This design comes from an exercise in tuning for small area, a short achievable clock period and few clock cycles per item on the open sky130 flow, not from production work.
At most, simulation tests tie the RTL to the original design; equivalence was not proved.
The RTL of runs 5 and 6 was laid out without a check of its function.

`design.v`:
```
module tiny_encryption_algorithm(
    input              clk,         
    input              rst_n,       
    input              key_valid,   
    input              ptxt_valid,  
    input      [63:0]  ptxt,        
    input      [127:0] key,         
    output     [63:0]  ctxt,        
    output reg         ctxt_ready   
);
localparam [31:0] DELTA   = 32'h9e3779b9;
localparam [31:0] SUM_END = 32'hc6ef3720;  
reg         busy;
reg         idle;    
reg         phase;   
reg [31:0]  sum;
reg [31:0]  a, b;
reg [127:0] k;
wire start = key_valid & ptxt_valid & ~busy;
wire last  = phase & (sum == SUM_END);
wire busy_next = busy ? ~last : start;
function automatic [31:0] add32(input [31:0] x, input [31:0] y);
    reg [31:0] p, g, c;
    reg [31:0] g2, p2;    
    reg [15:0] gg, pp;    
    integer l, i, j;
    begin
        p = x ^ y; g = x & y;
        g2[0] = g[0]; p2[0] = p[0];
        for (i = 1; i < 32; i = i + 1) begin
            g2[i] = g[i] | (p[i] & g[i-1]);
            p2[i] = p[i] & p[i-1];
        end
        for (i = 0; i < 16; i = i + 1) begin
            gg[i] = g2[2*i+1]; pp[i] = p2[2*i+1];
        end
        for (l = 0; l < 4; l = l + 1)
            for (i = 15; i >= 0; i = i - 1)
                if ((i >> l) & 1) begin
                    j = ((i >> l) << l) - 1;
                    gg[i] = gg[i] | (pp[i] & gg[j]);
                    pp[i] = pp[i] & pp[j];
                end
        c[0] = 1'b0;
        c[1] = g[0];
        for (i = 1; i < 16; i = i + 1) begin
            c[2*i] = gg[i-1];
            c[2*i+1] = g2[2*i] | (p2[2*i] & gg[i-1]);
        end
        add32 = p ^ c;
    end
endfunction
function automatic [31:0] cy32(input [31:0] x, input [31:0] y);
    reg [31:0] p, g, c;
    reg [31:0] g2, p2;    
    reg [15:0] gg, pp;    
    integer l, i, j;
    begin
        p = x ^ y; g = x & y;
        g2[0] = g[0]; p2[0] = p[0];
        for (i = 1; i < 32; i = i + 1) begin
            g2[i] = g[i] | (p[i] & g[i-1]);
            p2[i] = p[i] & p[i-1];
        end
        for (i = 0; i < 16; i = i + 1) begin
            gg[i] = g2[2*i+1]; pp[i] = p2[2*i+1];
        end
        for (l = 0; l < 4; l = l + 1)
            for (i = 15; i >= 0; i = i - 1)
                if ((i >> l) & 1) begin
                    j = ((i >> l) << l) - 1;
                    gg[i] = gg[i] | (pp[i] & gg[j]);
                    pp[i] = pp[i] & pp[j];
                end
        c[0] = 1'b0;
        c[1] = g[0];
        for (i = 1; i < 16; i = i + 1) begin
            c[2*i] = gg[i-1];
            c[2*i+1] = g2[2*i] | (p2[2*i] & gg[i-1]);
        end
        cy32 = c;
    end
endfunction
function automatic [31:0] addgp(input [31:0] g, input [31:0] p);
    reg [31:0] c, g2, p2;
    reg [15:0] gg, pp;
    integer l, i, j;
    begin
        g2[0] = g[0]; p2[0] = p[0];
        for (i = 1; i < 32; i = i + 1) begin
            g2[i] = g[i] | (p[i] & g[i-1]);
            p2[i] = p[i] & p[i-1];
        end
        for (i = 0; i < 16; i = i + 1) begin
            gg[i] = g2[2*i+1]; pp[i] = p2[2*i+1];
        end
        for (l = 0; l < 4; l = l + 1)
            for (i = 15; i >= 0; i = i - 1)
                if ((i >> l) & 1) begin
                    j = ((i >> l) << l) - 1;
                    gg[i] = gg[i] | (pp[i] & gg[j]);
                    pp[i] = pp[i] & pp[j];
                end
        c[0] = 1'b0;
        c[1] = g[0];
        for (i = 1; i < 16; i = i + 1) begin
            c[2*i] = gg[i-1];
            c[2*i+1] = g2[2*i] | (p2[2*i] & gg[i-1]);
        end
        addgp = p ^ c;
    end
endfunction
wire [31:0] c0 = cy32(b << 4, k[127:96]);
wire [31:0] c1 = cy32(b, sum);
wire [31:0] c2 = cy32(b >> 5, k[95:64]);
wire [31:0] pe = (b << 4) ^ k[127:96] ^ b ^ sum ^ (b >> 5) ^ k[95:64];
wire [31:0] pf = (c0 ^ c1) ^ (c2 ^ (pe ^ a));     
wire [31:0] fg = {32{busy}} & a & ~pf;
wire [31:0] fp = ({32{busy}} & pf) | ({32{idle}} & ptxt[31:0]);
wire [31:0] b_next = addgp(fg, fp);
always @(posedge clk or negedge rst_n) begin
    if (!rst_n) begin
        busy       <= 1'b0;
        ctxt_ready <= 1'b0;
    end else begin
        busy <= busy_next;
        if (busy & last) ctxt_ready <= 1'b1;
        else if (start) ctxt_ready <= 1'b0;
    end
end
always @(posedge clk) begin
    idle <= ~busy_next;
    k <= ({128{busy}} & {k[63:0], k[127:64]}) | ({128{idle}} & key);
    if (busy | start) begin
        a <= ({32{busy}} & b) | ({32{idle}} & ptxt[63:32]);
        b <= b_next;
    end
    if (busy) begin
        phase <= ~phase;
        if (phase) sum <= add32(sum, DELTA);
    end else begin
        phase <= 1'b0;
        sum   <= DELTA;
    end
end
assign ctxt = {a, b};
endmodule
```
`flow/run.sh`:
```
#!/bin/bash
set -euo pipefail
args=()
while IFS= read -r line; do
  [[ -z "$line" || "$line" == \#* ]] && continue
  args+=("$line")
done < flow/make_vars.txt
bash standard.sh "${args[@]}" finish > standard_flow.log 2>&1
```
`flow/make_vars.txt`:
```
BUFFER_PORTS_ARGS=-buffer_cell sky130_fd_sc_hd__buf_1
CTS_ARGS=-sink_clustering_enable -repair_clock_nets -sink_clustering_size 12 -sink_clustering_max_diameter 60 -buf_list sky130_fd_sc_hd__clkbuf_8 -dont_use_dummy_load
SETUP_SLACK_MARGIN=6.0
```
`standard.sh`:
```
#!/bin/bash
# synth_recipe.tcl (not shown) runs the flow's synth.tcl, then flattens the netlist and writes it again
# the make line also repeats each setting of config.mk as NAME=value (left out here)
make -C /OpenROAD-flow-scripts/flow DESIGN_CONFIG=/design/flow/config.mk WORK_HOME=/design/flow/orfs CLKGATE_MAP_FILE= SYNTH_SCRIPT=/design/flow/synth_recipe.tcl "${@:-finish}"
```
`config.mk`:
```
export PLATFORM = sky130hd
export DESIGN_NAME = tiny_encryption_algorithm
export DESIGN_NICKNAME = tiny_encryption_algorithm
export VERILOG_FILES = /design/flow/design.v
export SDC_FILE = /design/flow/constraint.sdc
export NUM_CORES = 4
export LEC_CHECK = 0
export ABC_AREA = 1
export CAP_MARGIN = 20
export CORE_MARGIN = 2
export CORE_UTILIZATION = 40
export CTS_BUF_LIST = sky130_fd_sc_hd__clkbuf_8
export CTS_CLUSTER_DIAMETER = 60
export CTS_CLUSTER_SIZE = 12
export SETUP_SLACK_MARGIN = 5
export SLEW_MARGIN = 20
```
`constraint.sdc`:
```
create_clock -name core_clock -period 9.5 [get_ports {clk}]
set_input_delay 1.9000 -clock core_clock [delete_from_list [all_inputs] [get_ports {clk}]]
set_output_delay 1.9000 -clock core_clock [all_outputs]
set_load 0.01 [all_outputs]
```
==> results of run 1 <==
==> per-layer routing <==
metal | wire (um) | up-vias | track usage (%) | share of wire (%)
met3 | 2120 | 56 | 2.62 | 4.6
met4 | 966 | 0 | 5.08 | 2.1
met1 | 21400 | 6606 | 30.2 | 47
met5 | 0 | - | 0 | 0
li1 | - | 7213 | - | -
met2 | 21500 | 325 | 37.1 | 47
==> how the worst max path moves through the flow <==
stage	end	slack, ps	cells past startpoint
finish	b[24]	5920	19
global route	b[25]	5800	27
CTS	b[27]	6000	26
detailed placement	b[27]	5240	21
global placement	b[21]	5290	20
floorplan	b[21]	5760	19
==> logic make-up after synthesis <==
family                     after synthesis  synth area share [%]
AOI/OAI and AO/OA                      340                  15.6
xor gates and xnor gates               206                  11.9
adders and majority gates               86                  7.03
buffers and inverters                  279                  7.06
DFF                                    228                  34.1
and+or+nand+nor                        828                  24.3
==> cell type report <==
type,count,share of cell area [%]
timing repair buffer,373,10.1
sequential,228,28.0
clock buffer,29,2.14
inverter,227,4.57
multi-input combinational,1460,51.8
tap,511,3.42
==> worst reg2reg max path, stage by stage, from the launching register on <==
cell and delay [ps]:
edfxtp_1 550, buf_6 210, ha_4 160, a21o_1 210, a21boi_4 220, nand2_8 100, buf_4 150, xnor2_1 190
nand2_1 70, nand2_1 90, nand2_1 50, nand2_1 230, nand2_1 120, nor2_2 160, nand3_4 90, nand3_4 210
a21o_1 190, nand3_1 90, nand3_1 90, nand2_1 60
==> metrics by stage <==
step                      cell area [sq um]  hold slack (ps)  setup slack [ps]
after floorplan                       15300              433              5760
after global placement                16800              437              5290
after detailed placement              16800              441              5240
after CTS                             17600              417              6000
after global routing                  18700              438              5800
final                                 18700              419              5920
==> state kept, by name, summed over array words and instances (netlist names) <==
| signal | count |
|---|---|
| k | 128 |
| idle | 1 |
| ctxt_ready | 1 |
| sum | 32 |
| b | 32 |
| phase | 1 |
| a | 32 |
| busy | 1 |
==> synth_stat cells, drive strengths merged (5+ instances only) <==
master / instances / share of area, %
nand4: 12 / 0.49
inv: 227 / 5.6
dfxtp: 162 / 21
buf: 8 / 0.42
clkbuf: 44 / 1.1
a211oi: 5 / 0.25
xor2: 79 / 4.6
ha: 86 / 7.0
a21oi: 119 / 4.1
nor3: 15 / 0.52
edfxtp: 64 / 13
o21ai: 40 / 1.3
nand2: 596 / 16
nand3b: 11 / 0.54
a22o: 146 / 8.4
xnor2: 127 / 7.3
nor2: 52 / 1.4
a21boi: 11 / 0.64
nand3: 126 / 4.6
a21o: 9 / 0.44
==> repair_timing <==
action                     CTS  global route
gates resized for setup      8           127
hold buffers                 0             0
setup endpoints to repair   15            17
buffers inserted            52            55
pin swaps                    6            46
==> impl_metrics.yaml, run 1 <==
global_routing:
  grt_max_degree: 89
  antenna_found_initial: 0
  grt_pass1_wl_um: 69300
  grt_use_total_pct: 22.1
  gr-total-overflow: 0
  grt_pass1_vias: 13339
min_path:
  hold_path_class: "reg2reg"
  min_from: "k[26]"
  hold_path_depth: 1
  hold_end: "k[90]"
synth:
  synth_seq_cells: 228
  yosysSeqAreaShare_pct: 34.1
  synth-main-ff-cell: "dfxtp_1"
  yosysWarnings: 1
  syn_inst: 1967
  synth_edf_count: 64
  async_reset_ff_share_pct: 0.877
  avgSynthCellArea_sq_um: 7.78
  synthesis.area_sq_um: 15300
  ys_types: 53
  synth_nets: 2249
detailed_routing:
  dr.pass1.iters: 5
  drt_iter0_drc: 742
  drc: 0
  wl_um: 46000
  vias: 14200
  final_antenna_net_count: 0
  viasPerCell: 5.02
  wire_per_inst_um: 16.3
timing:
  max_freq_mhz: 279
  clock_skew_ps: 52.6
  setup_viol: 0
  hold_viol: 0
  setup_tns_ps: 0
  rsz0062_at_grt: "true"
  fin_crit_sh_pct: 37.7
  worst_pin_slew_ps: 1010
  slew_headroom_pct: 32.4
  final.min_clock_period_ps: 3580
  drv_slew: 0
critical_path:
  worstPathRequired_ps: 9850
  path_class: "in2reg"
  crit_arrival_ps: 3930
  crit_top_cell: "nand2_2"
  critPathLaunchType: "input pin"
  reg2reg_to: "b[21]"
  critPathTopFamily: "simple AND/OR/NAND/NOR gates"
  startpoint: "ptxt[1]"
  cpPeakStageDelay_ps: 250
  reg2reg_depth: 19
  r2r_slack_ps: 6000
  slowest_stage: "a22o_1"
  crit_chain: "buf_1 -> a22o_1 -> ha_2 -> inv_2 -> nand2_2 -> nand2_2 -> nand2_2 -> nand2_2 -> nand2_2 -> nand2_2 -> nand2_4 -> nand2_4 -> nand2_4 -> nand3_4 -> nand3_4 -> nand2_2 -> nand3_2 -> buf_4 -> xor2_1"
  rr_startpoint: "b[9]"
  cp_max_fo: 8
  path_buf_inv: 3
  end_kind: "flip-flop"
cells_and_area:
  multi_input_comb_area_sq_um: 9680
  nFillCells: 3809
  layout.nets: 2601
  register_area_sq_um: 5220
  drive_gt1_share_pct: 15.1
  layout_common_cells: "nand2_1, buf_1, inv_1"
  final_common_cell: "nand2_1"
  syn_to_final_growth_pct: 22.1
  diodes: 0
  final_util_pct: 49.6
  stdcell_count: 2828
outcome:
  status: "timing/DRC/antenna clean"
placement:
  place.gp.congestion: 0.859
  hpwl_um: 33100
  portBuffers: 260
  dp.cells: 2692
floorplanning:
  core.rowCount: 71
  start_util_pct: 40.6
  fp.dieH_um: 200
  fp.dieArea_sq_um: 39800
  core-area_sq_um: 37700
  io_pins: 261
  die_w_um: 200
clocking:
  cts_buffers: 29
  cts-root-buf: "clkbuf_8"
  insertion_delay_ps: 620
  cts.sinks: 228
  clk_pin_slew_ps: 80
  h-tree-depth: 1
  clock_path_buffers: 3
  cts_tree: "built"
flow_run:
  cap_viol_max_count: 0
Testbench counts, summed over its fixed seeds: cycles 33,280, items 512.
==> run 2, diff against run 1 <==
==> flow/make_vars.txt (replaced) <==
BUFFER_PORTS_ARGS=-buffer_cell sky130_fd_sc_hd__buf_1
CTS_ARGS=-sink_clustering_enable -repair_clock_nets -sink_clustering_size 12 -sink_clustering_max_diameter 60 -buf_list sky130_fd_sc_hd__clkbuf_8 -dont_use_dummy_load
SETUP_SLACK_MARGIN=5.25
==> impl_metrics.yaml, run 2 <==
outcome:
  status: "timing/DRC/antenna clean"
clocking:
  cts.sinks: 228
  clock_path_buffers: 3
  ctsHoldBuffers: 0
  ctsResizeCount: 0
  insertion_delay_ps: 600
  cts-root-buf: "clkbuf_8"
  clk_pin_slew_ps: 80
  cts_buffers: 26
  h-tree-depth: 1
  postCtsSetupBuffers: 0
  cts_tree: "built"
synth:
  post-synth-top-count-cell: "nand2_1"
  synth_top_area_share_pct: 21.2
  ys_types: 53
  synthesis.area_sq_um: 15300
  yosysSeqAreaShare_pct: 34.1
  avgSynthCellArea_sq_um: 7.78
  synth-main-ff-cell: "dfxtp_1"
  yosysWarnings: 1
  synth_top_area_cell: "dfxtp_1"
  async_reset_ff_share_pct: 0.877
  ys_top_cells_by_count: "nand2_1, inv_1, dfxtp_1"
  synth_seq_cells: 228
  synth_edf_count: 64
  synth_nets: 2249
  syn_inst: 1967
  synthTopCellsByArea: "dfxtp_1, nand2_1, edfxtp_1"
cells_and_area:
  final_area_sq_um: 17100
  largest_reg_flops: 128
  regMostFlops: "k"
  layout.nets: 2491
  syn_to_final_growth_pct: 12.0
  nFillCells: 3918
  drive_gt1_share_pct: 6.16
  layout_common_cells: "nand2_1, buf_1, inv_1"
  final_common_cell: "nand2_1"
  register_area_sq_um: 5220
  multi_input_comb_area_sq_um: 9010
  diodes: 0
timing:
  hold_viol: 0
  setup_viol: 0
  slew_headroom_pct: 27.8
  max_freq_mhz: 265
  setup_tns_ps: 0
  worst_slack_ps: 5730
  drv_slew: 0
  clock_skew_ps: 38.9
  worst_pin_slew_ps: 1080
  fin_crit_sh_pct: 39.7
  rsz0062_at_grt: "false"
  final.min_clock_period_ps: 3770
  hold_ws_ps: 424
global_routing:
  grt_pass1_wl_um: 68800
  grt_pass1_vias: 13097
  antenna_found_initial: 0
  gr-total-overflow: 0
  grt_max_degree: 222
  grt_use_total_pct: 21.9
flow_run:
  cap_viol_max_count: 0
placement:
  portBuffers: 260
  placed_area_sq_um: 16800
  preCtsSetupSlack_ps: 5150
  place.gp.congestion: 0.869
  hpwl_um: 32700
detailed_routing:
  wl_um: 43900
  wire_per_inst_um: 16.1
  viasPerCell: 5.04
  drc: 0
  drt_iter0_drc: 679
  final_antenna_net_count: 0
  vias: 13688
  dr.pass1.iters: 10
min_path:
  hold_path_class: "reg2reg"
floorplanning:
  fp.dieArea_sq_um: 39800
  io_pins: 261
  core-area_sq_um: 37700
  die_w_um: 200
  fp.dieH_um: 200
  core.rowCount: 71
  start_util_pct: 40.6
critical_path:
  worstPathRequired_ps: 9850
  critPathLaunchType: "flip-flop"
  cp_max_fo: 8
  crit_arrival_ps: 4120
  path_class: "reg2reg"
  end_kind: "flip-flop"
run 2: metal layers:
metal  global-route usage, %  part of all wire (%)
met2                    36.2                    46
met1                    30.3                    48
met3                    2.97                   4.7
met4                    5.08                   1.8
met5                       0                     0
run 2: worst max-delay path, cell delays in order, from the launching register on:
cell and delay (ps):
edfxtp_1 640, ha_1 460, nand2_1 90, nor2_1 150
inv_1 50, nor2_1 100, nand2_2 60, nand3_2 220
nand2_1 90, nand2_1 180, nand2_1 90, nand2_2 80
nand2_1 60, nand2_1 110, nand3_1 100, nand2_1 90
nand2_1 70, nand3_1 100, nand2_1 140, nand2_2 100
inv_1 40, a21oi_1 160, nand3_2 120, nand2_2 70
nand2_1 50, nand2_1 60, nand2_1 50
run 2: final cells by class:
class | instances | share of cell area [%]
Inverter | 227 | 4.97
Multi-Input combinational cell | 1460 | 52.6
Tap cell | 511 | 3.73
Timing Repair Buffer | 266 | 6.11
Sequential cell | 228 | 30.5
Clock buffer | 26 | 2.09
run 2: worst paths after layout:
check                            from    endpoint  slack, ps  depth (start not counted)
worst max-delay path            b[10]       b[31]       5730                         26
worst min-delay path            k[29]       k[93]        420                          1
worst max register to register  b[10]       b[31]       5730                         26
worst min register to register  k[29]       k[93]        420                          1
max in group asynchronous       rst_n        busy       8200                          1
min in group asynchronous       rst_n  ctxt_ready       1100                          1
run 2: kinds of logic (layout without fill, tap and decap cells):
| kind of cell | Yosys count | count (layout) | synth area share (%) |
|---|---|---|---|
| AOI/OAI and AO/OA | 340 | 340 | 15.6 |
| xor gates and xnor gates | 206 | 206 | 11.9 |
| adders and majority gates | 86 | 86 | 7.03 |
| buffers and inverters | 279 | 519 | 7.06 |
| and+or+nand+nor | 828 | 828 | 24.3 |
| DFF | 228 | 228 | 34.1 |
run 2: stage by stage:
step / utilization, % / std cells
after floorplan: - / 1967
after global placement: 44.5 / 2690
after detailed placement: 44.5 / 2690
after CTS: 45.4 / 2716
after global routing: 45.5 / 2718
final: 45.5 / 2718
==> run 3, diff against run 2 <==
==> flow/make_vars.txt (replaced) <==
BUFFER_PORTS_ARGS=-buffer_cell sky130_fd_sc_hd__buf_1
CTS_ARGS=-sink_clustering_enable -repair_clock_nets -sink_clustering_size 12 -sink_clustering_max_diameter 60 -buf_list sky130_fd_sc_hd__clkbuf_8 -dont_use_dummy_load
SETUP_SLACK_MARGIN=5.8
==> impl_metrics.yaml, run 3 <==
global_routing:
  grt_most_used_layer: "met2"
  grtUsageMet3_pct: 2.67
  grtUsageMet2_pct: 36.0
  grt.met1_usage_pct: 30.3
  grt_pass1_vias: 13015
  grt_use_total_pct: 21.7
  grt_pass1_wl_um: 68400
  grt_max_degree: 148
  antenna_found_initial: 0
  gr-total-overflow: 0
critical_path:
  path_class: "in2reg"
  end_kind: "flip-flop"
  critPathLaunchType: "input pin"
  slowest_stage: "a21o_1"
  crit_chain: "buf_1 -> a22o_1 -> ha_2 -> inv_1 -> nand2_2 -> nand2_2 -> nand2_2 -> nand2_2 -> nand2_2 -> nand2_2 -> nand2_4 -> nand2_4 -> nand2_4 -> nand3_4 -> nand3_4 -> a21o_1 -> nand3_2 -> nand2_1 -> nand2_1 -> nand2_1"
  crit_top_cell: "nand2_2"
  reg2reg_to: "b[21]"
  cpPeakStageDelay_ps: 280
  worstPathRequired_ps: 9840
  rr_startpoint: "b[1]"
  crit_arrival_ps: 3930
  r2r_slack_ps: 5930
  cp_max_fo: 8
  reg2reg_depth: 28
synth:
  ys_types: 53
  synth_seq_cells: 228
  yosysSeqAreaShare_pct: 34.1
  synth_top_area_share_pct: 21.2
  synth_edf_count: 64
  synthAdderAreaFrac_pct: 7.03
  synth.area.mux_share_pct: 0
  syn_inst: 1967
  yosysWarnings: 1
  ys_top_cells_by_count: "nand2_1, inv_1, dfxtp_1"
  synth-main-ff-cell: "dfxtp_1"
  synthesis.area_sq_um: 15300
  avgSynthCellArea_sq_um: 7.78
  post-synth-top-count-cell: "nand2_1"
  synth_top_family_by_area: "simple AND/OR/NAND/NOR gates"
  async_reset_ff_share_pct: 0.877
  synth-compound-area-share_pct: 15.6
  synth_nets: 2249
  synthXorXnorAreaFrac_pct: 11.9
  synthTopCellsByArea: "dfxtp_1, nand2_1, edfxtp_1"
  synth_top_area_cell: "dfxtp_1"
  yosys.area_share.simple_pct: 24.3
detailed_routing:
  wire_per_inst_um: 16.1
  drt_iter0_drc: 720
  dr.pass1.iters: 5
  vias: 14121
  drc: 0
  final_antenna_net_count: 0
  viasPerCell: 5.02
  wl_um: 45100
cells_and_area:
  syn_to_final_growth_pct: 18.2
  layout.nets: 2584
  final_common_cell: "nand2_1"
  diodes: 0
  drive_gt1_share_pct: 11.5
  largest_reg_flops: 128
  layout_common_cells: "nand2_1, buf_1, inv_1"
  regMostFlops: "k"
clocking:
  ctsHoldBuffers: 0
  clk_pin_slew_ps: 80
  cts_buffers: 27
  cts_tree: "built"
  insertion_delay_ps: 630
  clock_path_buffers: 3
  h-tree-depth: 1
  cts-root-buf: "clkbuf_8"
  cts.sinks: 228
floorplanning:
  fp.dieArea_sq_um: 39800
  start_util_pct: 40.6
  io_pins: 261
  core.rowCount: 71
  die_w_um: 200
  fp.dieH_um: 200
  core-area_sq_um: 37700
timing:
  drv_slew: 0
  worst_pin_slew_ps: 1020
  setup_tns_ps: 0
  hold_ws_ps: 412
  final.min_clock_period_ps: 3590
  worst_slack_ps: 5910
  clock_skew_ps: 76.4
  max_freq_mhz: 278
  slew_headroom_pct: 32.3
  hold_viol: 0
  setup_viol: 0
  rsz0062_at_grt: "true"
  fin_crit_sh_pct: 37.8
min_path:
  hold_end: "k[101]"
  min_from: "k[37]"
  hold_path_class: "reg2reg"
  hold_path_depth: 1
flow_run:
  cap_viol_max_count: 0
placement:
  preCtsSetupSlack_ps: 5230
  portBuffers: 260
  place.gp.congestion: 0.860
  hpwl_um: 33000
outcome:
  status: "timing/DRC/antenna clean"
run 3: cell families after synthesis:
group	count (synthesis)
AND/OR/NAND/NOR	828
flip-flops	228
AO/OA/AOI/OAI	340
buffers and inverters	279
XOR/XNOR	206
adder cells (fa/ha/maj)	86
run 3: worst max-delay path by stage:
stage	from	to	slack [ps]	cells past startpoint
3_3_place_gp	ptxt[1]	b[29]	5270	21
4_1_cts	b[10]	b[31]	5830	26
6_report	ptxt[1]	b[21]	5910	20
2_1_floorplan	ptxt[1]	b[21]	5760	19
5_1_grt	b[8]	b[21]	5710	25
3_5_place_dp	ptxt[1]	b[29]	5230	21
run 3: repair_timing:
action	4_1_cts	5_1_grt
gates resized for setup	3	50
setup endpoints to repair	76	16
pin swaps	0	26
setup buffers	2	91
run 3: area by class of cell:
| class | count | area [sq um] |
|---|---|---|
| fill | 3847 | 19600 |
| inverter | 227 | 852 |
| tap | 511 | 639 |
| timing repair buffer | 358 | 1770 |
| clock buffer | 27 | 372 |
| multi-input combinational | 1460 | 9240 |
| sequential | 228 | 5220 |
run 3: stage by stage:
stage | utilization [%] | cell area (sq um) | std cells
after floorplan | - | 15300 | 1967
after global placement | 44.5 | 16800 | 2691
after detailed placement | 44.5 | 16800 | 2691
after CTS | 45.6 | 17200 | 2720
after global routing | 48.0 | 18100 | 2811
final | 48.0 | 18100 | 2811
run 3: worst max-delay path: cells and delay by family:
kind / cells / cell delay [ps]
adder cells (fa/ha/maj): 1 / 180
AO/OA/AOI/OAI: 2 / 520
AND/OR/NAND/NOR: 15 / 1170
buffers and inverters: 2 / 140
run 3: layer usage:
metal | vias up | share of wire (%) | wire length (um)
met5 | - | 0 | 0
met4 | 0 | 1.8 | 833
met3 | 42 | 4.7 | 2100
met2 | 326 | 46 | 20600
met1 | 6575 | 48 | 21600
li1 | 7178 | - | -
==> run 4, diff against run 3 <==
==> flow/make_vars.txt (replaced) <==
BUFFER_PORTS_ARGS=-buffer_cell sky130_fd_sc_hd__buf_1
CTS_ARGS=-sink_clustering_enable -repair_clock_nets -sink_clustering_size 12 -sink_clustering_max_diameter 60 -buf_list sky130_fd_sc_hd__clkbuf_8 -dont_use_dummy_load
SETUP_SLACK_MARGIN=5.5
==> impl_metrics.yaml, run 4 <==
outcome:
  status: "timing/DRC/antenna clean"
placement:
  portBuffers: 260
  hpwl_um: 32700
  place.gp.congestion: 0.869
  placed_area_sq_um: 16800
cells_and_area:
  largest_reg_flops: 128
  regMostFlops: "k"
  final_area_sq_um: 17400
  layout_common_cells: "nand2_1, buf_1, inv_1"
  layout.nets: 2521
  diodes: 0
  syn_to_final_growth_pct: 13.6
  final_common_cell: "nand2_1"
  drive_gt1_share_pct: 7.51
detailed_routing:
  wl_met3_um: 2020
  final_antenna_net_count: 0
  dr_wl_met2_um: 20200
  wire_per_inst_um: 16.1
  drt_iter0_drc: 694
  viasPerCell: 5.02
  wl_um: 44100
  vias: 13806
  top_layer_used: "met4"
  drc: 0
  wl_met1_um: 21000
  dr.pass1.iters: 7
critical_path:
  crit_chain: "buf_1 -> a22o_1 -> ha_1 -> inv_1 -> nand2_1 -> nand2_1 -> nand2_1 -> nand2_1 -> nand2_2 -> nand2_1 -> nand2_2 -> nand2_1 -> nand2_2 -> nand3_2 -> nand3_4 -> a21oi_2 -> nand2_2 -> nand2_1 -> nand2_1 -> nand2_1 -> nand2_1"
  path_buf_inv: 2
  cp_max_fo: 9
  crit_top_cell: "nand2_1"
  critPathTopFamily: "simple AND/OR/NAND/NOR gates"
  slowest_stage: "a22o_1"
  worstPathRequired_ps: 9850
  path_class: "in2reg"
  crit_arrival_ps: 4060
  cpPeakStageDelay_ps: 260
  critPathLaunchType: "input pin"
  end_kind: "flip-flop"
timing:
  clock_skew_ps: 39.5
  worst_pin_slew_ps: 1040
  fin_crit_sh_pct: 39.0
  hold_viol: 0
  setup_tns_ps: 0
  final.min_clock_period_ps: 3710
  rsz0062_at_grt: "false"
  max_freq_mhz: 270
  setup_viol: 0
  drv_slew: 0
  slew_headroom_pct: 30.6
floorplanning:
  core-area_sq_um: 37700
  start_util_pct: 40.6
  io_pins: 261
  fp.dieArea_sq_um: 39800
  core.rowCount: 71
  die_w_um: 200
  fp.dieH_um: 200
synth:
  synth-main-ff-cell: "dfxtp_1"
  ys_types: 53
  ys_top_cells_by_count: "nand2_1, inv_1, dfxtp_1"
  yosysWarnings: 1
  yosysSeqAreaShare_pct: 34.1
  synth_edf_count: 64
  syn_inst: 1967
  synthesis.area_sq_um: 15300
  post-synth-top-count-cell: "nand2_1"
  avgSynthCellArea_sq_um: 7.78
  synth_seq_cells: 228
  synth_nets: 2249
  synth_top_area_share_pct: 21.2
  synthTopCellsByArea: "dfxtp_1, nand2_1, edfxtp_1"
  synth_top_area_cell: "dfxtp_1"
  async_reset_ff_share_pct: 0.877
global_routing:
  antenna_found_initial: 0
  grt_use_total_pct: 21.9
  gr-total-overflow: 0
  grt_pass1_vias: 13097
  grt_pass1_wl_um: 68800
  grt_max_degree: 222
clocking:
  cts_tree: "built"
  clk_pin_slew_ps: 80
  insertion_delay_ps: 600
  clock_path_buffers: 3
  cts-root-buf: "clkbuf_8"
  cts_buffers: 26
  h-tree-depth: 1
  ctsHoldBuffers: 0
  cts.sinks: 228
flow_run:
  cap_viol_max_count: 0
min_path:
  hold_path_class: "reg2reg"
[run 4: cell types whose count changed in the layout (fill, tap and decap cells not counted), sizes merged]
cell,change
buf,-62
clkbuf,-1
[run 4: what timing repair did]
| item | CTS | global route |
|---|---|---|
| setup endpoints to repair | 0 | 9 |
| setup buffers | 0 | 32 |
| gates resized for setup | 0 | 3 |
[run 4: final cells by class]
type,instances,area [sq um]
clock buffers,26,358
fillers,3907,20300
well taps,511,639
inverters,227,852
repair buffers,296,1280
multi-input cells,1460,9030
flip-flops and latches,228,5220
[run 4: per-layer routing]
| metal | up-vias | global-route usage [%] |
|---|---|---|
| met5 | - | 0 |
| met4 | 0 | 5.08 |
| met3 | 45 | 2.97 |
| met2 | 295 | 36.2 |
| met1 | 6400 | 30.3 |
| li1 | 7066 | - |
[run 4: per-stage QoR]
step	worst slack [ps]	util [%]	std cells	hold WS, ps
2_1_floorplan	5670	-	1967	433
3_5_place_dp	5150	44.5	2690	440
3_3_place_gp	5180	44.5	2690	437
5_1_grt	5500	46.2	2748	436
6_report	5790	46.2	2748	425
4_1_cts	5730	45.4	2716	430
[run 4: final timing paths]
kind | start | end | slack (ps) | depth (start not counted)
setup reg to reg | b[13] | b[31] | 5880 | 25
setup / recovery | ptxt[1] | b[29] | 5790 | 21
max in group asynchronous | rst_n | busy | 8200 | 1
min in group asynchronous | rst_n | ctxt_ready | 1100 | 1
hold reg to reg | k[29] | k[93] | 420 | 1
hold / removal | k[29] | k[93] | 420 | 1
[run 4: logic make-up (layout without fill, tap and decap cells)]
family	after synthesis	count (layout)	share of synthesized area [%]
buffers and inverters	279	549	7.06
and+or+nand+nor	828	828	24.3
DFF	228	228	34.1
adders and majority gates	86	86	7.03
AOI/OAI and AO/OA	340	340	15.6
xor gates and xnor gates	206	206	11.9
==> run 5, diff against run 4 <==
--- a/design.v
+++ b/design.v
@@ -115,7 +115,7 @@
 wire [31:0] c2 = cy32(b >> 5, k[95:64]);
 wire [31:0] pe = (b << 4) ^ k[127:96] ^ b ^ sum ^ (b >> 5) ^ k[95:64];
-wire [31:0] pf = (c0 ^ c1) ^ (c2 ^ (pe ^ a));     
-wire [31:0] fg = {32{busy}} & a & ~pf;
-wire [31:0] fp = ({32{busy}} & pf) | ({32{idle}} & ptxt[31:0]);
+wire [31:0] f  = (c0 ^ c1) ^ (c2 ^ pe);
+wire [31:0] fg = {32{busy}} & a & f;
+wire [31:0] fp = ({32{busy}} & ((c0 ^ c1) ^ (c2 ^ (pe ^ a)))) | ({32{idle}} & ptxt[31:0]);
 wire [31:0] b_next = addgp(fg, fp);
 always @(posedge clk or negedge rst_n) begin
==> flow/make_vars.txt (replaced) <==
BUFFER_PORTS_ARGS=-buffer_cell sky130_fd_sc_hd__buf_1
CTS_ARGS=-sink_clustering_enable -repair_clock_nets -sink_clustering_size 12 -sink_clustering_max_diameter 60 -buf_list sky130_fd_sc_hd__clkbuf_8 -dont_use_dummy_load
SETUP_SLACK_MARGIN=5.8
==> impl_metrics.yaml, run 5 <==
outcome:
  status: "timing/DRC/antenna clean"
clocking:
  insertion_delay_ps: 580
  clock_path_buffers: 3
  cts.sinks: 228
  ctsHoldBuffers: 0
  clk_pin_slew_ps: 80
  cts-root-buf: "clkbuf_8"
  cts_buffers: 34
  cts_tree: "built"
  h-tree-depth: 2
floorplanning:
  core.rowCount: 73
  fp.dieArea_sq_um: 42000
  io_pins: 261
  start_util_pct: 40.5
  core-area_sq_um: 39800
  die_w_um: 205
  fp.dieH_um: 205
critical_path:
  crit_top_cell: "nand2_1"
  crit_chain: "buf_1 -> nand2_1 -> o21ai_2 -> ha_1 -> inv_1 -> o21ai_1 -> nand2_1 -> nand2_1 -> nand2_1 -> nand2_1 -> nand2_1 -> nand2_4 -> nand3_4 -> nand3_4 -> nand2_2 -> nand2_2 -> nand3_1 -> nand3_1 -> nand2_1"
  worstPathRequired_ps: 9800
  cp_max_fo: 5
  end_kind: "flip-flop"
  reg2reg_depth: 25
  slowest_stage: "nand3_4"
  path_class: "in2reg"
  critPathLaunchType: "input pin"
  crit_arrival_ps: 3880
  cpPeakStageDelay_ps: 220
detailed_routing:
  drt_iter0_drc: 830
  viasPerCell: 5.11
  drc: 0
  vias: 15540
  dr.pass1.iters: 5
  wire_per_inst_um: 16.6
  final_antenna_net_count: 0
  wl_um: 50500
synth:
  synth_top_area_share_pct: 20.1
  synth_edf_count: 64
  ys_types: 51
  synthTopCellsByArea: "dfxtp_1, nand2_1, edfxtp_1"
  post-synth-top-count-cell: "nand2_1"
  synth_nets: 2457
  synth-main-ff-cell: "dfxtp_1"
  avgSynthCellArea_sq_um: 7.42
  synthesis.area_sq_um: 16100
  yosysWarnings: 1
  async_reset_ff_share_pct: 0.877
  syn_inst: 2175
  synth_seq_cells: 228
  synth_top_area_cell: "dfxtp_1"
  yosysSeqAreaShare_pct: 32.3
  ys_top_cells_by_count: "nand2_1, inv_1, nand3_1"
timing:
  worst_slack_ps: 5920
  rsz0062_at_grt: "true"
  setup_tns_ps: 0
  drv_slew: 0
  fin_crit_sh_pct: 37.7
  final.min_clock_period_ps: 3580
  max_freq_mhz: 279
  setup_viol: 0
  clock_skew_ps: 46.7
  worst_pin_slew_ps: 847
  hold_ws_ps: 440
  slew_headroom_pct: 43.6
  hold_viol: 0
global_routing:
  gr-total-overflow: 0
  grt_pass1_wl_um: 76000
  grt_max_degree: 81
  antenna_found_initial: 1
  grt_pass1_vias: 14604
  grt_use_total_pct: 23.1
cells_and_area:
  stdcell_count: 3043
  layout.nets: 2801
  final_common_cell: "nand2_1"
  largest_reg_flops: 128
  drive_gt1_share_pct: 13.9
  final_area_sq_um: 19400
  syn_to_final_growth_pct: 20.3
  regMostFlops: "k"
  layout_common_cells: "nand2_1, buf_1, inv_1"
placement:
  place.gp.congestion: 0.870
  preCtsSetupSlack_ps: 5170
  hpwl_um: 36400
  dp.cells: 2915
  portBuffers: 260
  placed_area_sq_um: 17600
min_path:
  hold_path_class: "reg2reg"
  hold_path_depth: 1
flow_run:
  cap_viol_max_count: 0
## run 5: changes by cell type in the layout (fill, tap and decap cells not counted), moves of 10 or more
cell and delta:
xnor2_1 -40, nand2_1 +51, xor2_1 +16, nand3b_1 +10
nor2_1 +26, buf_4 +56, inv_1 +11, a21oi_2 +11
nand3_1 +51, nand2_2 +44
## run 5: cells by family (layout without fill, tap and decap cells)
| family | count (synthesis) | after routing | synth area share (%) |
|---|---|---|---|
| adders and majority gates | 86 | 86 | 6.67 |
| AOI/OAI and AO/OA | 345 | 345 | 14.6 |
| xor gates and xnor gates | 190 | 190 | 10.8 |
| other | 0 | 1 | 0 |
| and+or+nand+nor | 1039 | 1040 | 28.9 |
| buffers and inverters | 287 | 628 | 6.71 |
| DFF | 228 | 228 | 32.3 |
## run 5: critical path, delay by kind of cell
kind,cells,cell delay [ps]
and+or+nand+nor,14,1410
AOI/OAI and AO/OA,2,240
adders and majority gates,1,160
buffers and inverters,2,120
## run 5: worst paths after layout
check / slack [ps] / to / from
min in group asynchronous: 1100 / busy / rst_n
worst max register to register: 5930 / b[31] / b[12]
worst max-delay path: 5920 / b[23] / ptxt[1]
worst min register to register: 440 / k[126] / k[62]
worst min-delay path: 440 / k[126] / k[62]
max in group asynchronous: 8240 / ctxt_ready / rst_n
## run 5: what timing repair did
action / in CTS / in global routing
cloned: 0 / 1
pin swaps: 0 / 49
resized for setup: 5 / 125
endpoints found under the hold margin: 0 / 0
setup endpoints to repair: 20 / 16
buffers inserted: 26 / 65
## run 5: through the flow
step | utilization [%]
2_1_floorplan | -
3_3_place_gp | 44.3
3_5_place_dp | 44.3
4_1_cts | 46.1
5_1_grt | 48.7
6_report | 48.7
## run 5: routing by layer
metal  track usage, %  vias up  wire length [um]
li1                 -     7891                 -
met1             31.2     7215             23500
met2             37.7      352             23000
met3             3.21       82              2610
met4             7.84        0              1440
met5                0        -                 0
## run 5: area by class of cell
| class | instances | area (sq um) |
|---|---|---|
| Fill cell | 4081 | 20400 |
| Multi-Input combinational cell | 1661 | 10400 |
| Sequential cell | 228 | 5220 |
| Timing Repair Buffer | 359 | 1810 |
| Inverter | 235 | 886 |
| Tap cell | 525 | 657 |
| Clock buffer | 34 | 468 |
| Antenna cell | 1 | 2.50 |
==> run 6, diff against run 5 <==
==> flow/make_vars.txt (replaced) <==
BUFFER_PORTS_ARGS=-buffer_cell sky130_fd_sc_hd__buf_1
CTS_ARGS=-sink_clustering_enable -repair_clock_nets -sink_clustering_size 12 -sink_clustering_max_diameter 60 -buf_list sky130_fd_sc_hd__clkbuf_8 -dont_use_dummy_load
SETUP_SLACK_MARGIN=5.5
==> impl_metrics.yaml, run 6 <==
critical_path:
  reg2reg_depth: 23
  crit_arrival_ps: 4100
  r2r_slack_ps: 5750
  slowest_stage: "edfxtp_1"
  crit_top_cell: "nand2_1"
  cp_max_fo: 10
  cpPeakStageDelay_ps: 620
  worstPathRequired_ps: 9850
  end_kind: "flip-flop"
  crit_chain: "ha_1 -> a21oi_1 -> o21ai_1 -> a21oi_2 -> nand2_8 -> nand3_1 -> nand2_1 -> nand2_1 -> nand2_1 -> nand2_1 -> nand3_1 -> nand2_1 -> nand2_1 -> nand2_1 -> nand3_1 -> nand2_1 -> nand2_1 -> nand2_2 -> nand2_1 -> nand3_2 -> nand2_1 -> nand3_1 -> nand2_1"
  critPathLaunchType: "flip-flop"
  path_class: "reg2reg"
cells_and_area:
  layout.nets: 2739
  largest_reg_flops: 128
  regMostFlops: "k"
  nFillCells: 4106
  syn_to_final_growth_pct: 14.1
  final_common_cell: "nand2_1"
  layout_common_cells: "nand2_1, buf_1, inv_1"
  diodes: 0
  register_area_sq_um: 5220
  multi_input_comb_area_sq_um: 9880
  drive_gt1_share_pct: 7.78
timing:
  worst_pin_slew_ps: 804
  clock_skew_ps: 45.0
  rsz0062_at_grt: "false"
  hold_ws_ps: 415
  fin_crit_sh_pct: 39.5
  hold_viol: 0
  setup_viol: 0
  drv_slew: 0
  max_freq_mhz: 267
  final.min_clock_period_ps: 3750
  slew_headroom_pct: 46.4
  setup_tns_ps: 0
global_routing:
  grt.met1_usage_pct: 31.4
  grtUsageMet2_pct: 37.2
  gr-total-overflow: 0
  grt_most_used_layer: "met2"
  grt_max_degree: 76
  grt_pass1_vias: 14276
  grt_use_total_pct: 22.6
  grt_pass1_wl_um: 75000
  antenna_found_initial: 0
  grtUsageMet3_pct: 3.02
clocking:
  h-tree-depth: 1
  cts_tree: "built"
  cts.sinks: 228
  clock_path_buffers: 3
  insertion_delay_ps: 630
  cts-root-buf: "clkbuf_8"
  clk_pin_slew_ps: 80
  cts_buffers: 30
synth:
  async_reset_ff_share_pct: 0.877
  synth_top_area_share_pct: 20.1
  synth_edf_count: 64
  synthTopCellsByArea: "dfxtp_1, nand2_1, edfxtp_1"
  post-synth-top-count-cell: "nand2_1"
  yosysWarnings: 1
  ys_types: 51
  syn_inst: 2175
  synth_seq_cells: 228
  avgSynthCellArea_sq_um: 7.42
  synth-main-ff-cell: "dfxtp_1"
  synth_nets: 2457
  synthesis.area_sq_um: 16100
  ys_top_cells_by_count: "nand2_1, inv_1, nand3_1"
  synth_top_area_cell: "dfxtp_1"
  yosysSeqAreaShare_pct: 32.3
detailed_routing:
  wl_um: 49100
  dr.pass1.iters: 5
  final_antenna_net_count: 0
  vias: 15445
  wire_per_inst_um: 16.5
  viasPerCell: 5.18
  drc: 0
  drt_iter0_drc: 956
floorplanning:
  start_util_pct: 40.5
  io_pins: 261
  fp.dieArea_sq_um: 42000
  core-area_sq_um: 39800
  core.rowCount: 73
  fp.dieH_um: 205
  die_w_um: 205
flow_run:
  cap_viol_max_count: 0
placement:
  hpwl_um: 36600
  place.gp.congestion: 0.872
  portBuffers: 260
min_path:
  hold_path_depth: 1
  hold_path_class: "reg2reg"
outcome:
  status: "timing/DRC/antenna clean"
[run 6: cell counts after synthesis]
No cell type changed its count.
[run 6: final cells by class]
type / count / area share (%)
clock buffers: 30 / 2.24
repair buffers: 302 / 7.37
multi-input cells: 1660 / 53.6
flip-flops and latches: 228 / 28.4
well taps: 525 / 3.57
inverters: 235 / 4.81
[run 6: per-stage QoR]
step                util [%]  cell area [sq um]  setup slack, ps  instances
finish                  46.2              18400             5750       2980
global route            46.2              18400             5500       2980
CTS                     45.4              18100             5560       2945
detailed placement      44.3              17600             5160       2915
global placement        44.3              17600             5210       2915
floorplan                  -              16100             5690       2175
[run 6: cells by family (layout without fill, tap and decap cells)]
| kind of cell | count (synthesis) | after routing | share of synthesized area [%] |
|---|---|---|---|
| AOI/OAI and AO/OA | 345 | 345 | 14.6 |
| DFF | 228 | 228 | 32.3 |
| buffers and inverters | 287 | 567 | 6.71 |
| and+or+nand+nor | 1039 | 1039 | 28.9 |
| xor gates and xnor gates | 190 | 190 | 10.8 |
| adders and majority gates | 86 | 86 | 6.67 |
[run 6: worst paths after layout]
| kind | startpoint | endpoint |
|---|---|---|
| setup / recovery | b[13] | b[31] |
| hold / removal | k[18] | k[82] |
| setup reg to reg | b[13] | b[31] |
| hold reg to reg | k[18] | k[82] |
| max in group asynchronous | rst_n | busy |
| min in group asynchronous | rst_n | ctxt_ready |
[run 6: worst max-delay path: cells and delay by family (launching register included)]
family | cells | cell delay [ps]
simple gates | 19 | 1780
flops | 1 | 620
fa+ha+maj | 1 | 370
compound gates | 3 | 720
[run 6: what timing repair did]
item                                    in CTS  in global routing
buffers inserted                             0                 35
endpoints found under the setup margin      17                 16
resized for setup                            2                  7
hold buffers                                 0                  0
[run 6: routing by layer]
layer / wire (um) / up-vias
met2: 22100 / 399
met1: 23400 / 7216
met3: 2730 / 50
li1: - / 7780
met5: 0 / -
met4: 854 / 0
==> run 7, diff against run 6 <==
--- a/design.v
+++ b/design.v
@@ -115,7 +115,7 @@
 wire [31:0] c2 = cy32(b >> 5, k[95:64]);
 wire [31:0] pe = (b << 4) ^ k[127:96] ^ b ^ sum ^ (b >> 5) ^ k[95:64];
-wire [31:0] f  = (c0 ^ c1) ^ (c2 ^ pe);
-wire [31:0] fg = {32{busy}} & a & f;
-wire [31:0] fp = ({32{busy}} & ((c0 ^ c1) ^ (c2 ^ (pe ^ a)))) | ({32{idle}} & ptxt[31:0]);
+wire [31:0] pf = (c0 ^ c1) ^ (c2 ^ (pe ^ a));     
+wire [31:0] fg = {32{busy}} & a & ~pf;
+wire [31:0] fp = ({32{busy}} & pf) | ({32{idle}} & ptxt[31:0]);
 wire [31:0] b_next = addgp(fg, fp);
 always @(posedge clk or negedge rst_n) begin
==> flow/make_vars.txt (replaced) <==
BUFFER_PORTS_ARGS=-buffer_cell sky130_fd_sc_hd__buf_1
CTS_ARGS=-sink_clustering_enable -repair_clock_nets -sink_clustering_size 16 -sink_clustering_max_diameter 70 -buf_list sky130_fd_sc_hd__clkbuf_8 -dont_use_dummy_load
SETUP_SLACK_MARGIN=5.5
==> impl_metrics.yaml, run 7 <==
outcome:
  status: "timing/DRC/antenna clean"
synth:
  synthTopCellsByArea: "dfxtp_1, nand2_1, edfxtp_1"
  synth_nets: 2249
  synth_top_area_cell: "dfxtp_1"
  syn_inst: 1967
  synth_seq_cells: 228
  synth_top_area_share_pct: 21.2
  yosysWarnings: 1
  synth_edf_count: 64
  synth-main-ff-cell: "dfxtp_1"
  avgSynthCellArea_sq_um: 7.78
  async_reset_ff_share_pct: 0.877
  ys_types: 53
  post-synth-top-count-cell: "nand2_1"
  ys_top_cells_by_count: "nand2_1, inv_1, dfxtp_1"
  synthesis.area_sq_um: 15300
  yosysSeqAreaShare_pct: 34.1
detailed_routing:
  vias: 13804
  final_antenna_net_count: 0
  viasPerCell: 5.03
  dr.pass1.iters: 5
  drt_iter0_drc: 651
  wire_per_inst_um: 16.1
  wl_um: 44000
  drc: 0
cells_and_area:
  nFillCells: 3909
  diodes: 0
  regMostFlops: "k"
  final_common_cell: "nand2_1"
  layout.nets: 2515
  drive_gt1_share_pct: 7.26
  largest_reg_flops: 128
  layout_common_cells: "nand2_1, buf_1, inv_1"
  final_util_pct: 45.9
  syn_to_final_growth_pct: 13.1
global_routing:
  grt_pass1_vias: 13082
  grt_pass1_wl_um: 68600
  antenna_found_initial: 0
  grt_use_total_pct: 21.9
  gr-total-overflow: 0
  grt_max_degree: 222
floorplanning:
  start_util_pct: 40.6
  io_pins: 261
  fp.dieH_um: 200
  core-area_sq_um: 37700
  die_w_um: 200
  core.rowCount: 71
  fp.dieArea_sq_um: 39800
placement:
  portBuffers: 260
  hpwl_um: 32700
  place.gp.congestion: 0.869
  preCtsSetupSlack_ps: 5150
clocking:
  ctsHoldBuffers: 0
  cts_tree: "built"
  cts-root-buf: "clkbuf_8"
  cts.sinks: 228
  clock_path_buffers: 3
  cts_buffers: 22
  clk_pin_slew_ps: 100
  insertion_delay_ps: 590
  h-tree-depth: 1
timing:
  rsz0062_at_grt: "false"
  max_freq_mhz: 268
  drv_slew: 0
  worst_slack_ps: 5770
  fin_crit_sh_pct: 39.3
  final.min_clock_period_ps: 3730
  worst_pin_slew_ps: 1050
  setup_viol: 0
  clock_skew_ps: 42.8
  setup_tns_ps: 0
  hold_viol: 0
  slew_headroom_pct: 29.9
  hold_ws_ps: 410
critical_path:
  crit_arrival_ps: 4040
  end_kind: "flip-flop"
  path_class: "in2reg"
  worstPathRequired_ps: 9810
  critPathLaunchType: "input pin"
  cp_max_fo: 9
flow_run:
  cap_viol_max_count: 0
min_path:
  hold_path_class: "reg2reg"
==> run 7: metrics by stage <==
| stage | instances | cell area (sq um) |
|---|---|---|
| after floorplan | 1967 | 15300 |
| after global placement | 2690 | 16800 |
| after detailed placement | 2690 | 16800 |
| after CTS | 2712 | 17100 |
| after global routing | 2742 | 17300 |
| final | 2742 | 17300 |
==> run 7: critical path, cell delays in order <==
cell and delay (ps):
buf_1 90, a22o_1 260, ha_1 200, inv_1 50, nand2_1 70, nand2_1 70
nand2_1 70, nand2_1 80, nand2_2 70, nand2_1 80, nand2_2 90, nand2_1 80
nand2_2 110, nand3_2 120, nand3_4 200, nand2_1 150, nand3_2 90, nand3_1 100
nand2_1 60, nand2_1 50, nand2_1 40
==> run 7: kinds of logic after synthesis <==
group,count (synthesis),synth area share (%)
and+or+nand+nor,828,24.3
DFF,228,34.1
xor gates and xnor gates,206,11.9
adders and majority gates,86,7.03
AOI/OAI and AO/OA,340,15.6
buffers and inverters,279,7.06
==> run 7: repair_timing <==
| action | in CTS | in global routing |
|---|---|---|
| resized for setup | 0 | 3 |
| endpoints found under the setup margin | 0 | 10 |
| buffers inserted | 0 | 30 |
==> run 7: final timing paths <==
check	from	to	slack, ps	cells past startpoint
hold / removal	k[55]	k[119]	410	1
min in group asynchronous	rst_n	ctxt_ready	1090	1
max in group asynchronous	rst_n	busy	8250	1
setup reg to reg	b[5]	b[25]	5860	22
setup / recovery	ptxt[1]	b[25]	5770	21
hold reg to reg	k[55]	k[119]	410	1
==> run 7: per-layer routing <==
metal	up-vias	track usage [%]	part of all wire, %
li1	7061	-	-
met1	6388	30.3	47
met2	313	36.3	46
met3	42	2.55	5.4
met4	0	5.29	1.6
met5	-	0	0
==> run 7: area by class of cell <==
class	instances	area, sq um	area share [%]
well taps	511	639	3.70
clock buffers	22	303	1.75
inverters	227	852	4.93
multi-input cells	1460	9030	52.2
flip-flops and latches	228	5220	30.2
repair buffers	294	1260	7.26
Testbench counts of run 7, summed over its fixed seeds: cycles 33,280, items 512.
==> run 8, diff against run 7 <==
--- a/design.v
+++ b/design.v
@@ -82,5 +82,5 @@
     end
 endfunction
-function automatic [31:0] addgp(input [31:0] g, input [31:0] p);
+function automatic [31:0] addgp(input [31:0] g, input [31:0] p, input [31:0] ps);
     reg [31:0] c, g2, p2;
     reg [15:0] gg, pp;
@@ -108,5 +108,5 @@
             c[2*i+1] = g2[2*i] | (p2[2*i] & gg[i-1]);
         end
-        addgp = p ^ c;
+        addgp = ps ^ c;
     end
 endfunction
@@ -117,6 +117,7 @@
 wire [31:0] pf = (c0 ^ c1) ^ (c2 ^ (pe ^ a));     
 wire [31:0] fg = {32{busy}} & a & ~pf;
-wire [31:0] fp = ({32{busy}} & pf) | ({32{idle}} & ptxt[31:0]);
-wire [31:0] b_next = addgp(fg, fp);
+wire [31:0] fp = pf;
+wire [31:0] fs = ({32{busy}} & pf) | ({32{idle}} & ptxt[31:0]);
+wire [31:0] b_next = addgp(fg, fp, fs);
 always @(posedge clk or negedge rst_n) begin
     if (!rst_n) begin
==> flow/make_vars.txt (replaced) <==
BUFFER_PORTS_ARGS=-buffer_cell sky130_fd_sc_hd__buf_1
CTS_ARGS=-sink_clustering_enable -repair_clock_nets -sink_clustering_size 12 -sink_clustering_max_diameter 60 -buf_list sky130_fd_sc_hd__clkbuf_8 -dont_use_dummy_load
SETUP_SLACK_MARGIN=5.8
==> impl_metrics.yaml, run 8 <==
detailed_routing:
  drt_iter0_drc: 902
  final_antenna_net_count: 0
  wl_um: 48300
  viasPerCell: 5.04
  vias: 14883
  dr.pass1.iters: 5
  wire_per_inst_um: 16.3
  drc: 0
synth:
  synth_top_area_cell: "dfxtp_1"
  synth.area.mux_share_pct: 0
  ys_types: 56
  yosysSeqAreaShare_pct: 33.0
  yosysWarnings: 1
  ys_top_cells_by_count: "nand2_1, inv_1, dfxtp_1"
  yosys.area_share.simple_pct: 28.7
  synth-main-ff-cell: "dfxtp_1"
  synth-compound-area-share_pct: 14.8
  synth_seq_cells: 228
  synth_nets: 2423
  synth_top_family_by_area: "simple AND/OR/NAND/NOR gates"
  synthTopCellsByArea: "dfxtp_1, nand2_1, edfxtp_1"
  syn_inst: 2142
  synthXorXnorAreaFrac_pct: 9.89
  synthesis.area_sq_um: 15800
  async_reset_ff_share_pct: 0.877
  synth_edf_count: 64
  synth_top_area_share_pct: 20.5
  synthAdderAreaFrac_pct: 6.73
  avgSynthCellArea_sq_um: 7.38
  post-synth-top-count-cell: "nand2_1"
global_routing:
  grt_use_total_pct: 22.7
  grt.met1_usage_pct: 31.7
  antenna_found_initial: 0
  grtUsageMet3_pct: 2.91
  gr-total-overflow: 0
  grt_pass1_vias: 14068
  grt_max_degree: 82
  grt_most_used_layer: "met2"
  grt_pass1_wl_um: 74700
  grtUsageMet2_pct: 37.0
timing:
  max_freq_mhz: 290
  final.min_clock_period_ps: 3450
  worst_slack_ps: 6050
  drv_slew: 0
  worst_pin_slew_ps: 1020
  rsz0062_at_grt: "false"
  fin_crit_sh_pct: 36.3
  slew_headroom_pct: 32.1
  hold_viol: 0
  clock_skew_ps: 84.9
  setup_viol: 0
  setup_tns_ps: 0
critical_path:
  cp_max_fo: 7
  worstPathRequired_ps: 7600
  crit_chain: "buf_1"
  slowest_stage: "edfxtp_1"
  path_buf_inv: 1
  end_kind: "output pin"
  crit_arrival_ps: 1550
  path_class: "reg2out"
  critPathLaunchType: "flip-flop"
  cpPeakStageDelay_ps: 710
  critPathTopFamily: "flip-flops"
floorplanning:
  die_w_um: 203
  fp.dieArea_sq_um: 41100
  core-area_sq_um: 38800
  fp.dieH_um: 203
  io_pins: 261
  core.rowCount: 72
  start_util_pct: 40.7
cells_and_area:
  regMostFlops: "k"
  drive_gt1_share_pct: 8.91
  diodes: 0
  layout_common_cells: "nand2_1, buf_1, inv_1"
  largest_reg_flops: 128
  syn_to_final_growth_pct: 15.1
  layout.nets: 2719
  final_util_pct: 46.9
  nFillCells: 3988
  final_common_cell: "nand2_1"
clocking:
  clock_path_buffers: 3
  cts_buffers: 28
  clk_pin_slew_ps: 80
  cts_tree: "built"
  insertion_delay_ps: 630
  cts.sinks: 228
  h-tree-depth: 1
  cts-root-buf: "clkbuf_8"
placement:
  preCtsSetupSlack_ps: 5860
  hpwl_um: 36700
  portBuffers: 260
  place.gp.congestion: 0.890
min_path:
  hold_path_class: "reg2reg"
outcome:
  status: "timing/DRC/antenna clean"
flow_run:
  cap_viol_max_count: 0
==> run 8: cell count changes in the layout (fill, tap and decap cells not counted), moves of 16 or more <==
cell     delta
nand2_1   +131
o21ai_0    +37
a21oi_1    -25
buf_4      +25
xnor2_1    -24
nor2_1     +21
nand3_1    +18
a22o_1     -16
==> run 8: routing by layer <==
layer  up-vias  wire length [um]
met4         0              1080
met5         -                 0
met1      6804             23400
met2       363             21800
li1       7653                 -
met3        63              2050
==> run 8: cells by family (layout without fill, tap and decap cells) <==
group | count (synthesis) | after routing
xor+xnor | 176 | 176
buf+inv | 290 | 584
flops | 228 | 228
fa+ha+maj | 85 | 85
compound gates | 341 | 341
simple gates | 1022 | 1022
==> run 8: worst paths after layout <==
path                        from  cells past startpoint  slack [ps]  endpoint
setup / recovery           b[24]                      1        6050  ctxt[24]
hold / removal             k[28]                      1         450     k[92]
setup reg to reg           b[15]                     20        6070     b[31]
hold reg to reg            k[28]                      1         450     k[92]
max in group asynchronous  rst_n                      1        8240      busy
min in group asynchronous  rst_n                      1        1070      busy
==> run 8: layout make-up <==
| class | count | area (sq um) | area share [%] |
|---|---|---|---|
| timing repair buffer | 319 | 1440 | 7.91 |
| sequential | 228 | 5220 | 28.7 |
| inverter | 237 | 890 | 4.89 |
| multi-input combinational | 1624 | 9610 | 52.8 |
| clock buffer | 28 | 385 | 2.12 |
| tap | 518 | 648 | 3.56 |
==> run 8: timing repair <==
action,4_1_cts,5_1_grt
resized for setup,0,21
buffers inserted,0,53
hold buffers,0,0
endpoints found under the setup margin,0,18
==> run 8: through the flow <==
stage	hold WS [ps]	instances	area (sq um)
after detailed placement	439	2873	17300
final	447	2954	18200
after global routing	464	2954	18200
after floorplan	433	2142	15800
after global placement	437	2873	17300
after CTS	448	2901	17700
Testbench counts of run 8, summed over its fixed seeds: cycles 33,280, items 512.
==> run 9, diff against run 8 <==
==> flow/make_vars.txt (replaced) <==
BUFFER_PORTS_ARGS=-buffer_cell sky130_fd_sc_hd__buf_1
CTS_ARGS=-sink_clustering_enable -repair_clock_nets -sink_clustering_size 12 -sink_clustering_max_diameter 60 -buf_list sky130_fd_sc_hd__clkbuf_8 -dont_use_dummy_load
==> impl_metrics.yaml, run 9 <==
clocking:
  insertion_delay_ps: 600
  cts_buffers: 29
  cts.sinks: 228
  ctsHoldBuffers: 0
  cts_tree: "built"
  ctsResizeCount: 0
  postCtsSetupBuffers: 0
  h-tree-depth: 1
  cts-root-buf: "clkbuf_8"
  clk_pin_slew_ps: 90
  clock_path_buffers: 3
critical_path:
  reg2reg_depth: 18
  path_class: "reg2reg"
  critPathLaunchType: "flip-flop"
  cp_max_fo: 81
  crit_top_cell: "nand2_1"
  crit_arrival_ps: 4060
  crit_chain: "buf_4 -> nand2_1 -> a21oi_2 -> nand2_1 -> nand2_1 -> nand2_1 -> nand2_1 -> nand2_1 -> nand2_2 -> nand2_1 -> nand2_2 -> nand3_2 -> nand3_4 -> nand2_1 -> nand3_1 -> nand3_1 -> nand3b_1 -> nand2_1"
  worstPathRequired_ps: 9840
  startpoint: "busy"
  cpPeakStageDelay_ps: 770
  rr_startpoint: "busy"
  reg2reg_to: "b[21]"
  r2r_slack_ps: 5780
  slowest_stage: "buf_4"
  end_kind: "flip-flop"
global_routing:
  grt_max_degree: 82
  grtUsageMet2_pct: 36.7
  grtUsageMet3_pct: 3.02
  gr-total-overflow: 0
  grt_pass1_vias: 14107
  grt_most_used_layer: "met2"
  grt_pass1_wl_um: 74500
  grt_use_total_pct: 22.7
  grt.met1_usage_pct: 31.5
  antenna_found_initial: 0
floorplanning:
  fp.dieH_um: 203
  die_w_um: 203
  core-area_sq_um: 38800
  io_pins: 261
  core.rowCount: 72
  start_util_pct: 40.7
  fp.dieArea_sq_um: 41100
synth:
  synthesis.area_sq_um: 15800
  synth_nets: 2423
  synth.area.mux_share_pct: 0
  syn_inst: 2142
  synth_edf_count: 64
  synth_top_family_by_area: "simple AND/OR/NAND/NOR gates"
  yosysWarnings: 1
  avgSynthCellArea_sq_um: 7.38
  yosysSeqAreaShare_pct: 33.0
  synth_top_area_cell: "dfxtp_1"
  post-synth-top-count-cell: "nand2_1"
  ys_types: 56
  yosys.area_share.simple_pct: 28.7
  synthAdderAreaFrac_pct: 6.73
  synthTopCellsByArea: "dfxtp_1, nand2_1, edfxtp_1"
  synth-compound-area-share_pct: 14.8
  synthXorXnorAreaFrac_pct: 9.89
  synth_top_area_share_pct: 20.5
  ys_top_cells_by_count: "nand2_1, inv_1, dfxtp_1"
  synth-main-ff-cell: "dfxtp_1"
  synth_seq_cells: 228
  async_reset_ff_share_pct: 0.877
detailed_routing:
  drc: 0
  wl_um: 47500
  final_antenna_net_count: 0
  vias: 14807
  viasPerCell: 5.10
  drt_iter0_drc: 734
  wire_per_inst_um: 16.4
  dr.pass1.iters: 5
timing:
  hold_ws_ps: 417
  drv_slew: 0
  setup_viol: 0
  worst_slack_ps: 5780
  worst_pin_slew_ps: 1040
  hold_viol: 0
  slew_headroom_pct: 30.5
  setup_tns_ps: 0
  clock_skew_ps: 55.4
  fin_crit_sh_pct: 39.1
  final.min_clock_period_ps: 3720
  max_freq_mhz: 269
  rsz0062_at_grt: "false"
placement:
  preCtsSetupSlack_ps: 5820
  hpwl_um: 36400
  place.gp.congestion: 0.910
  portBuffers: 260
  dp.cells: 2873
cells_and_area:
  drive_gt1_share_pct: 6.25
  syn_to_final_growth_pct: 11.9
  largest_reg_flops: 128
  regMostFlops: "k"
  layout.nets: 2667
  layout_common_cells: "nand2_1, buf_1, inv_1"
  final_common_cell: "nand2_1"
  diodes: 0
  stdcell_count: 2902
min_path:
  hold_path_depth: 1
  hold_path_class: "reg2reg"
  min_from: "k[36]"
  hold_end: "k[100]"
outcome:
  status: "timing/DRC/antenna clean"
flow_run:
  cap_viol_max_count: 0
[run 9: cell counts after synthesis]
No cell type changed its count.
[run 9: kinds of logic after synthesis]
group                    Yosys count
AO/OA/AOI/OAI                    341
XOR/XNOR                         176
adder cells (fa/ha/maj)           85
buffers and inverters            290
flip-flops                       228
AND/OR/NAND/NOR                 1022
[run 9: per-layer routing]
| metal | vias up | share of wire [%] |
|---|---|---|
| met5 | - | 0 |
| met4 | 0 | 3.0 |
| met3 | 86 | 4.9 |
| met2 | 364 | 44 |
| met1 | 6827 | 48 |
| li1 | 7530 | - |
[run 9: area by class of cell]
cell class,count,area (sq um)
repair buffers,266,1020
clock buffers,29,399
well taps,518,648
flip-flops and latches,228,5220
inverters,237,890
fillers,4023,21100
multi-input cells,1624,9510
[run 9: stage by stage]
step                instance area (sq um)  util (%)
floorplan                           15800         -
global placement                    17300      44.5
detailed placement                  17300      44.5
CTS                                 17700      45.6
global route                        17700      45.6
finish                              17700      45.6
[run 9: worst max path at each step]
stage / endpoint / cells past startpoint
after floorplan: a[0] / 2
after global placement: b[15] / 21
after detailed placement: b[29] / 23
after CTS: b[21] / 18
after global routing: b[21] / 18
final: b[21] / 18
[run 9: critical path, delay by kind of cell, from the launching register on]
kind | cells | cell delay (ps)
compound gates | 1 | 180
buf+inv | 1 | 770
flops | 1 | 710
simple gates | 16 | 1730

## static timing again, ports no longer ideal
Ports are ideal in the flow. The routed layouts listed here were re-timed in OpenROAD. Step 1 assumes that a clkbuf_16 drives the clock port and a buf_2 every other input. Step 2, shift: input delay + t, output delay - t, t = (earliest + latest rising clock arrival at the registers) / 2. This alone moves slack from input paths to output paths. Slacks: ideal / step 1 / step 2; pairs: ideal / step 1.
| run | shift t [ns] | setup WS [ns] | clock arrival spread, ns |
|---|---|---|---|
| run 1 | 0.641 | 5.922 / 5.929 / 5.306 | 0.052 / 0.053 |
| run 2 | 0.621 | 5.726 / 5.726 / 5.153 | 0.039 / 0.039 |
| run 3 | 0.633 | 5.908 / 5.918 / 5.285 | 0.076 / 0.076 |
| run 4 | 0.622 | 5.792 / 5.809 / 5.187 | 0.040 / 0.040 |
| run 5 | 0.613 | 5.921 / 5.933 / 5.328 | 0.050 / 0.050 |
| run 6 | 0.657 | 5.748 / 5.748 / 5.277 | 0.046 / 0.046 |
| run 7 | 0.613 | 5.771 / 5.787 / 5.174 | 0.043 / 0.043 |
| run 8 | 0.641 | 6.051 / 6.002 / 6.026 | 0.085 / 0.085 |
| run 9 | 0.625 | 5.783 / 5.783 / 5.783 | 0.055 / 0.056 |
After both steps setup and hold are still met in every run listed. The setup slack of run 3, which loses most, moves by +0.010 ns with the drivers and by -0.623 ns with both steps.
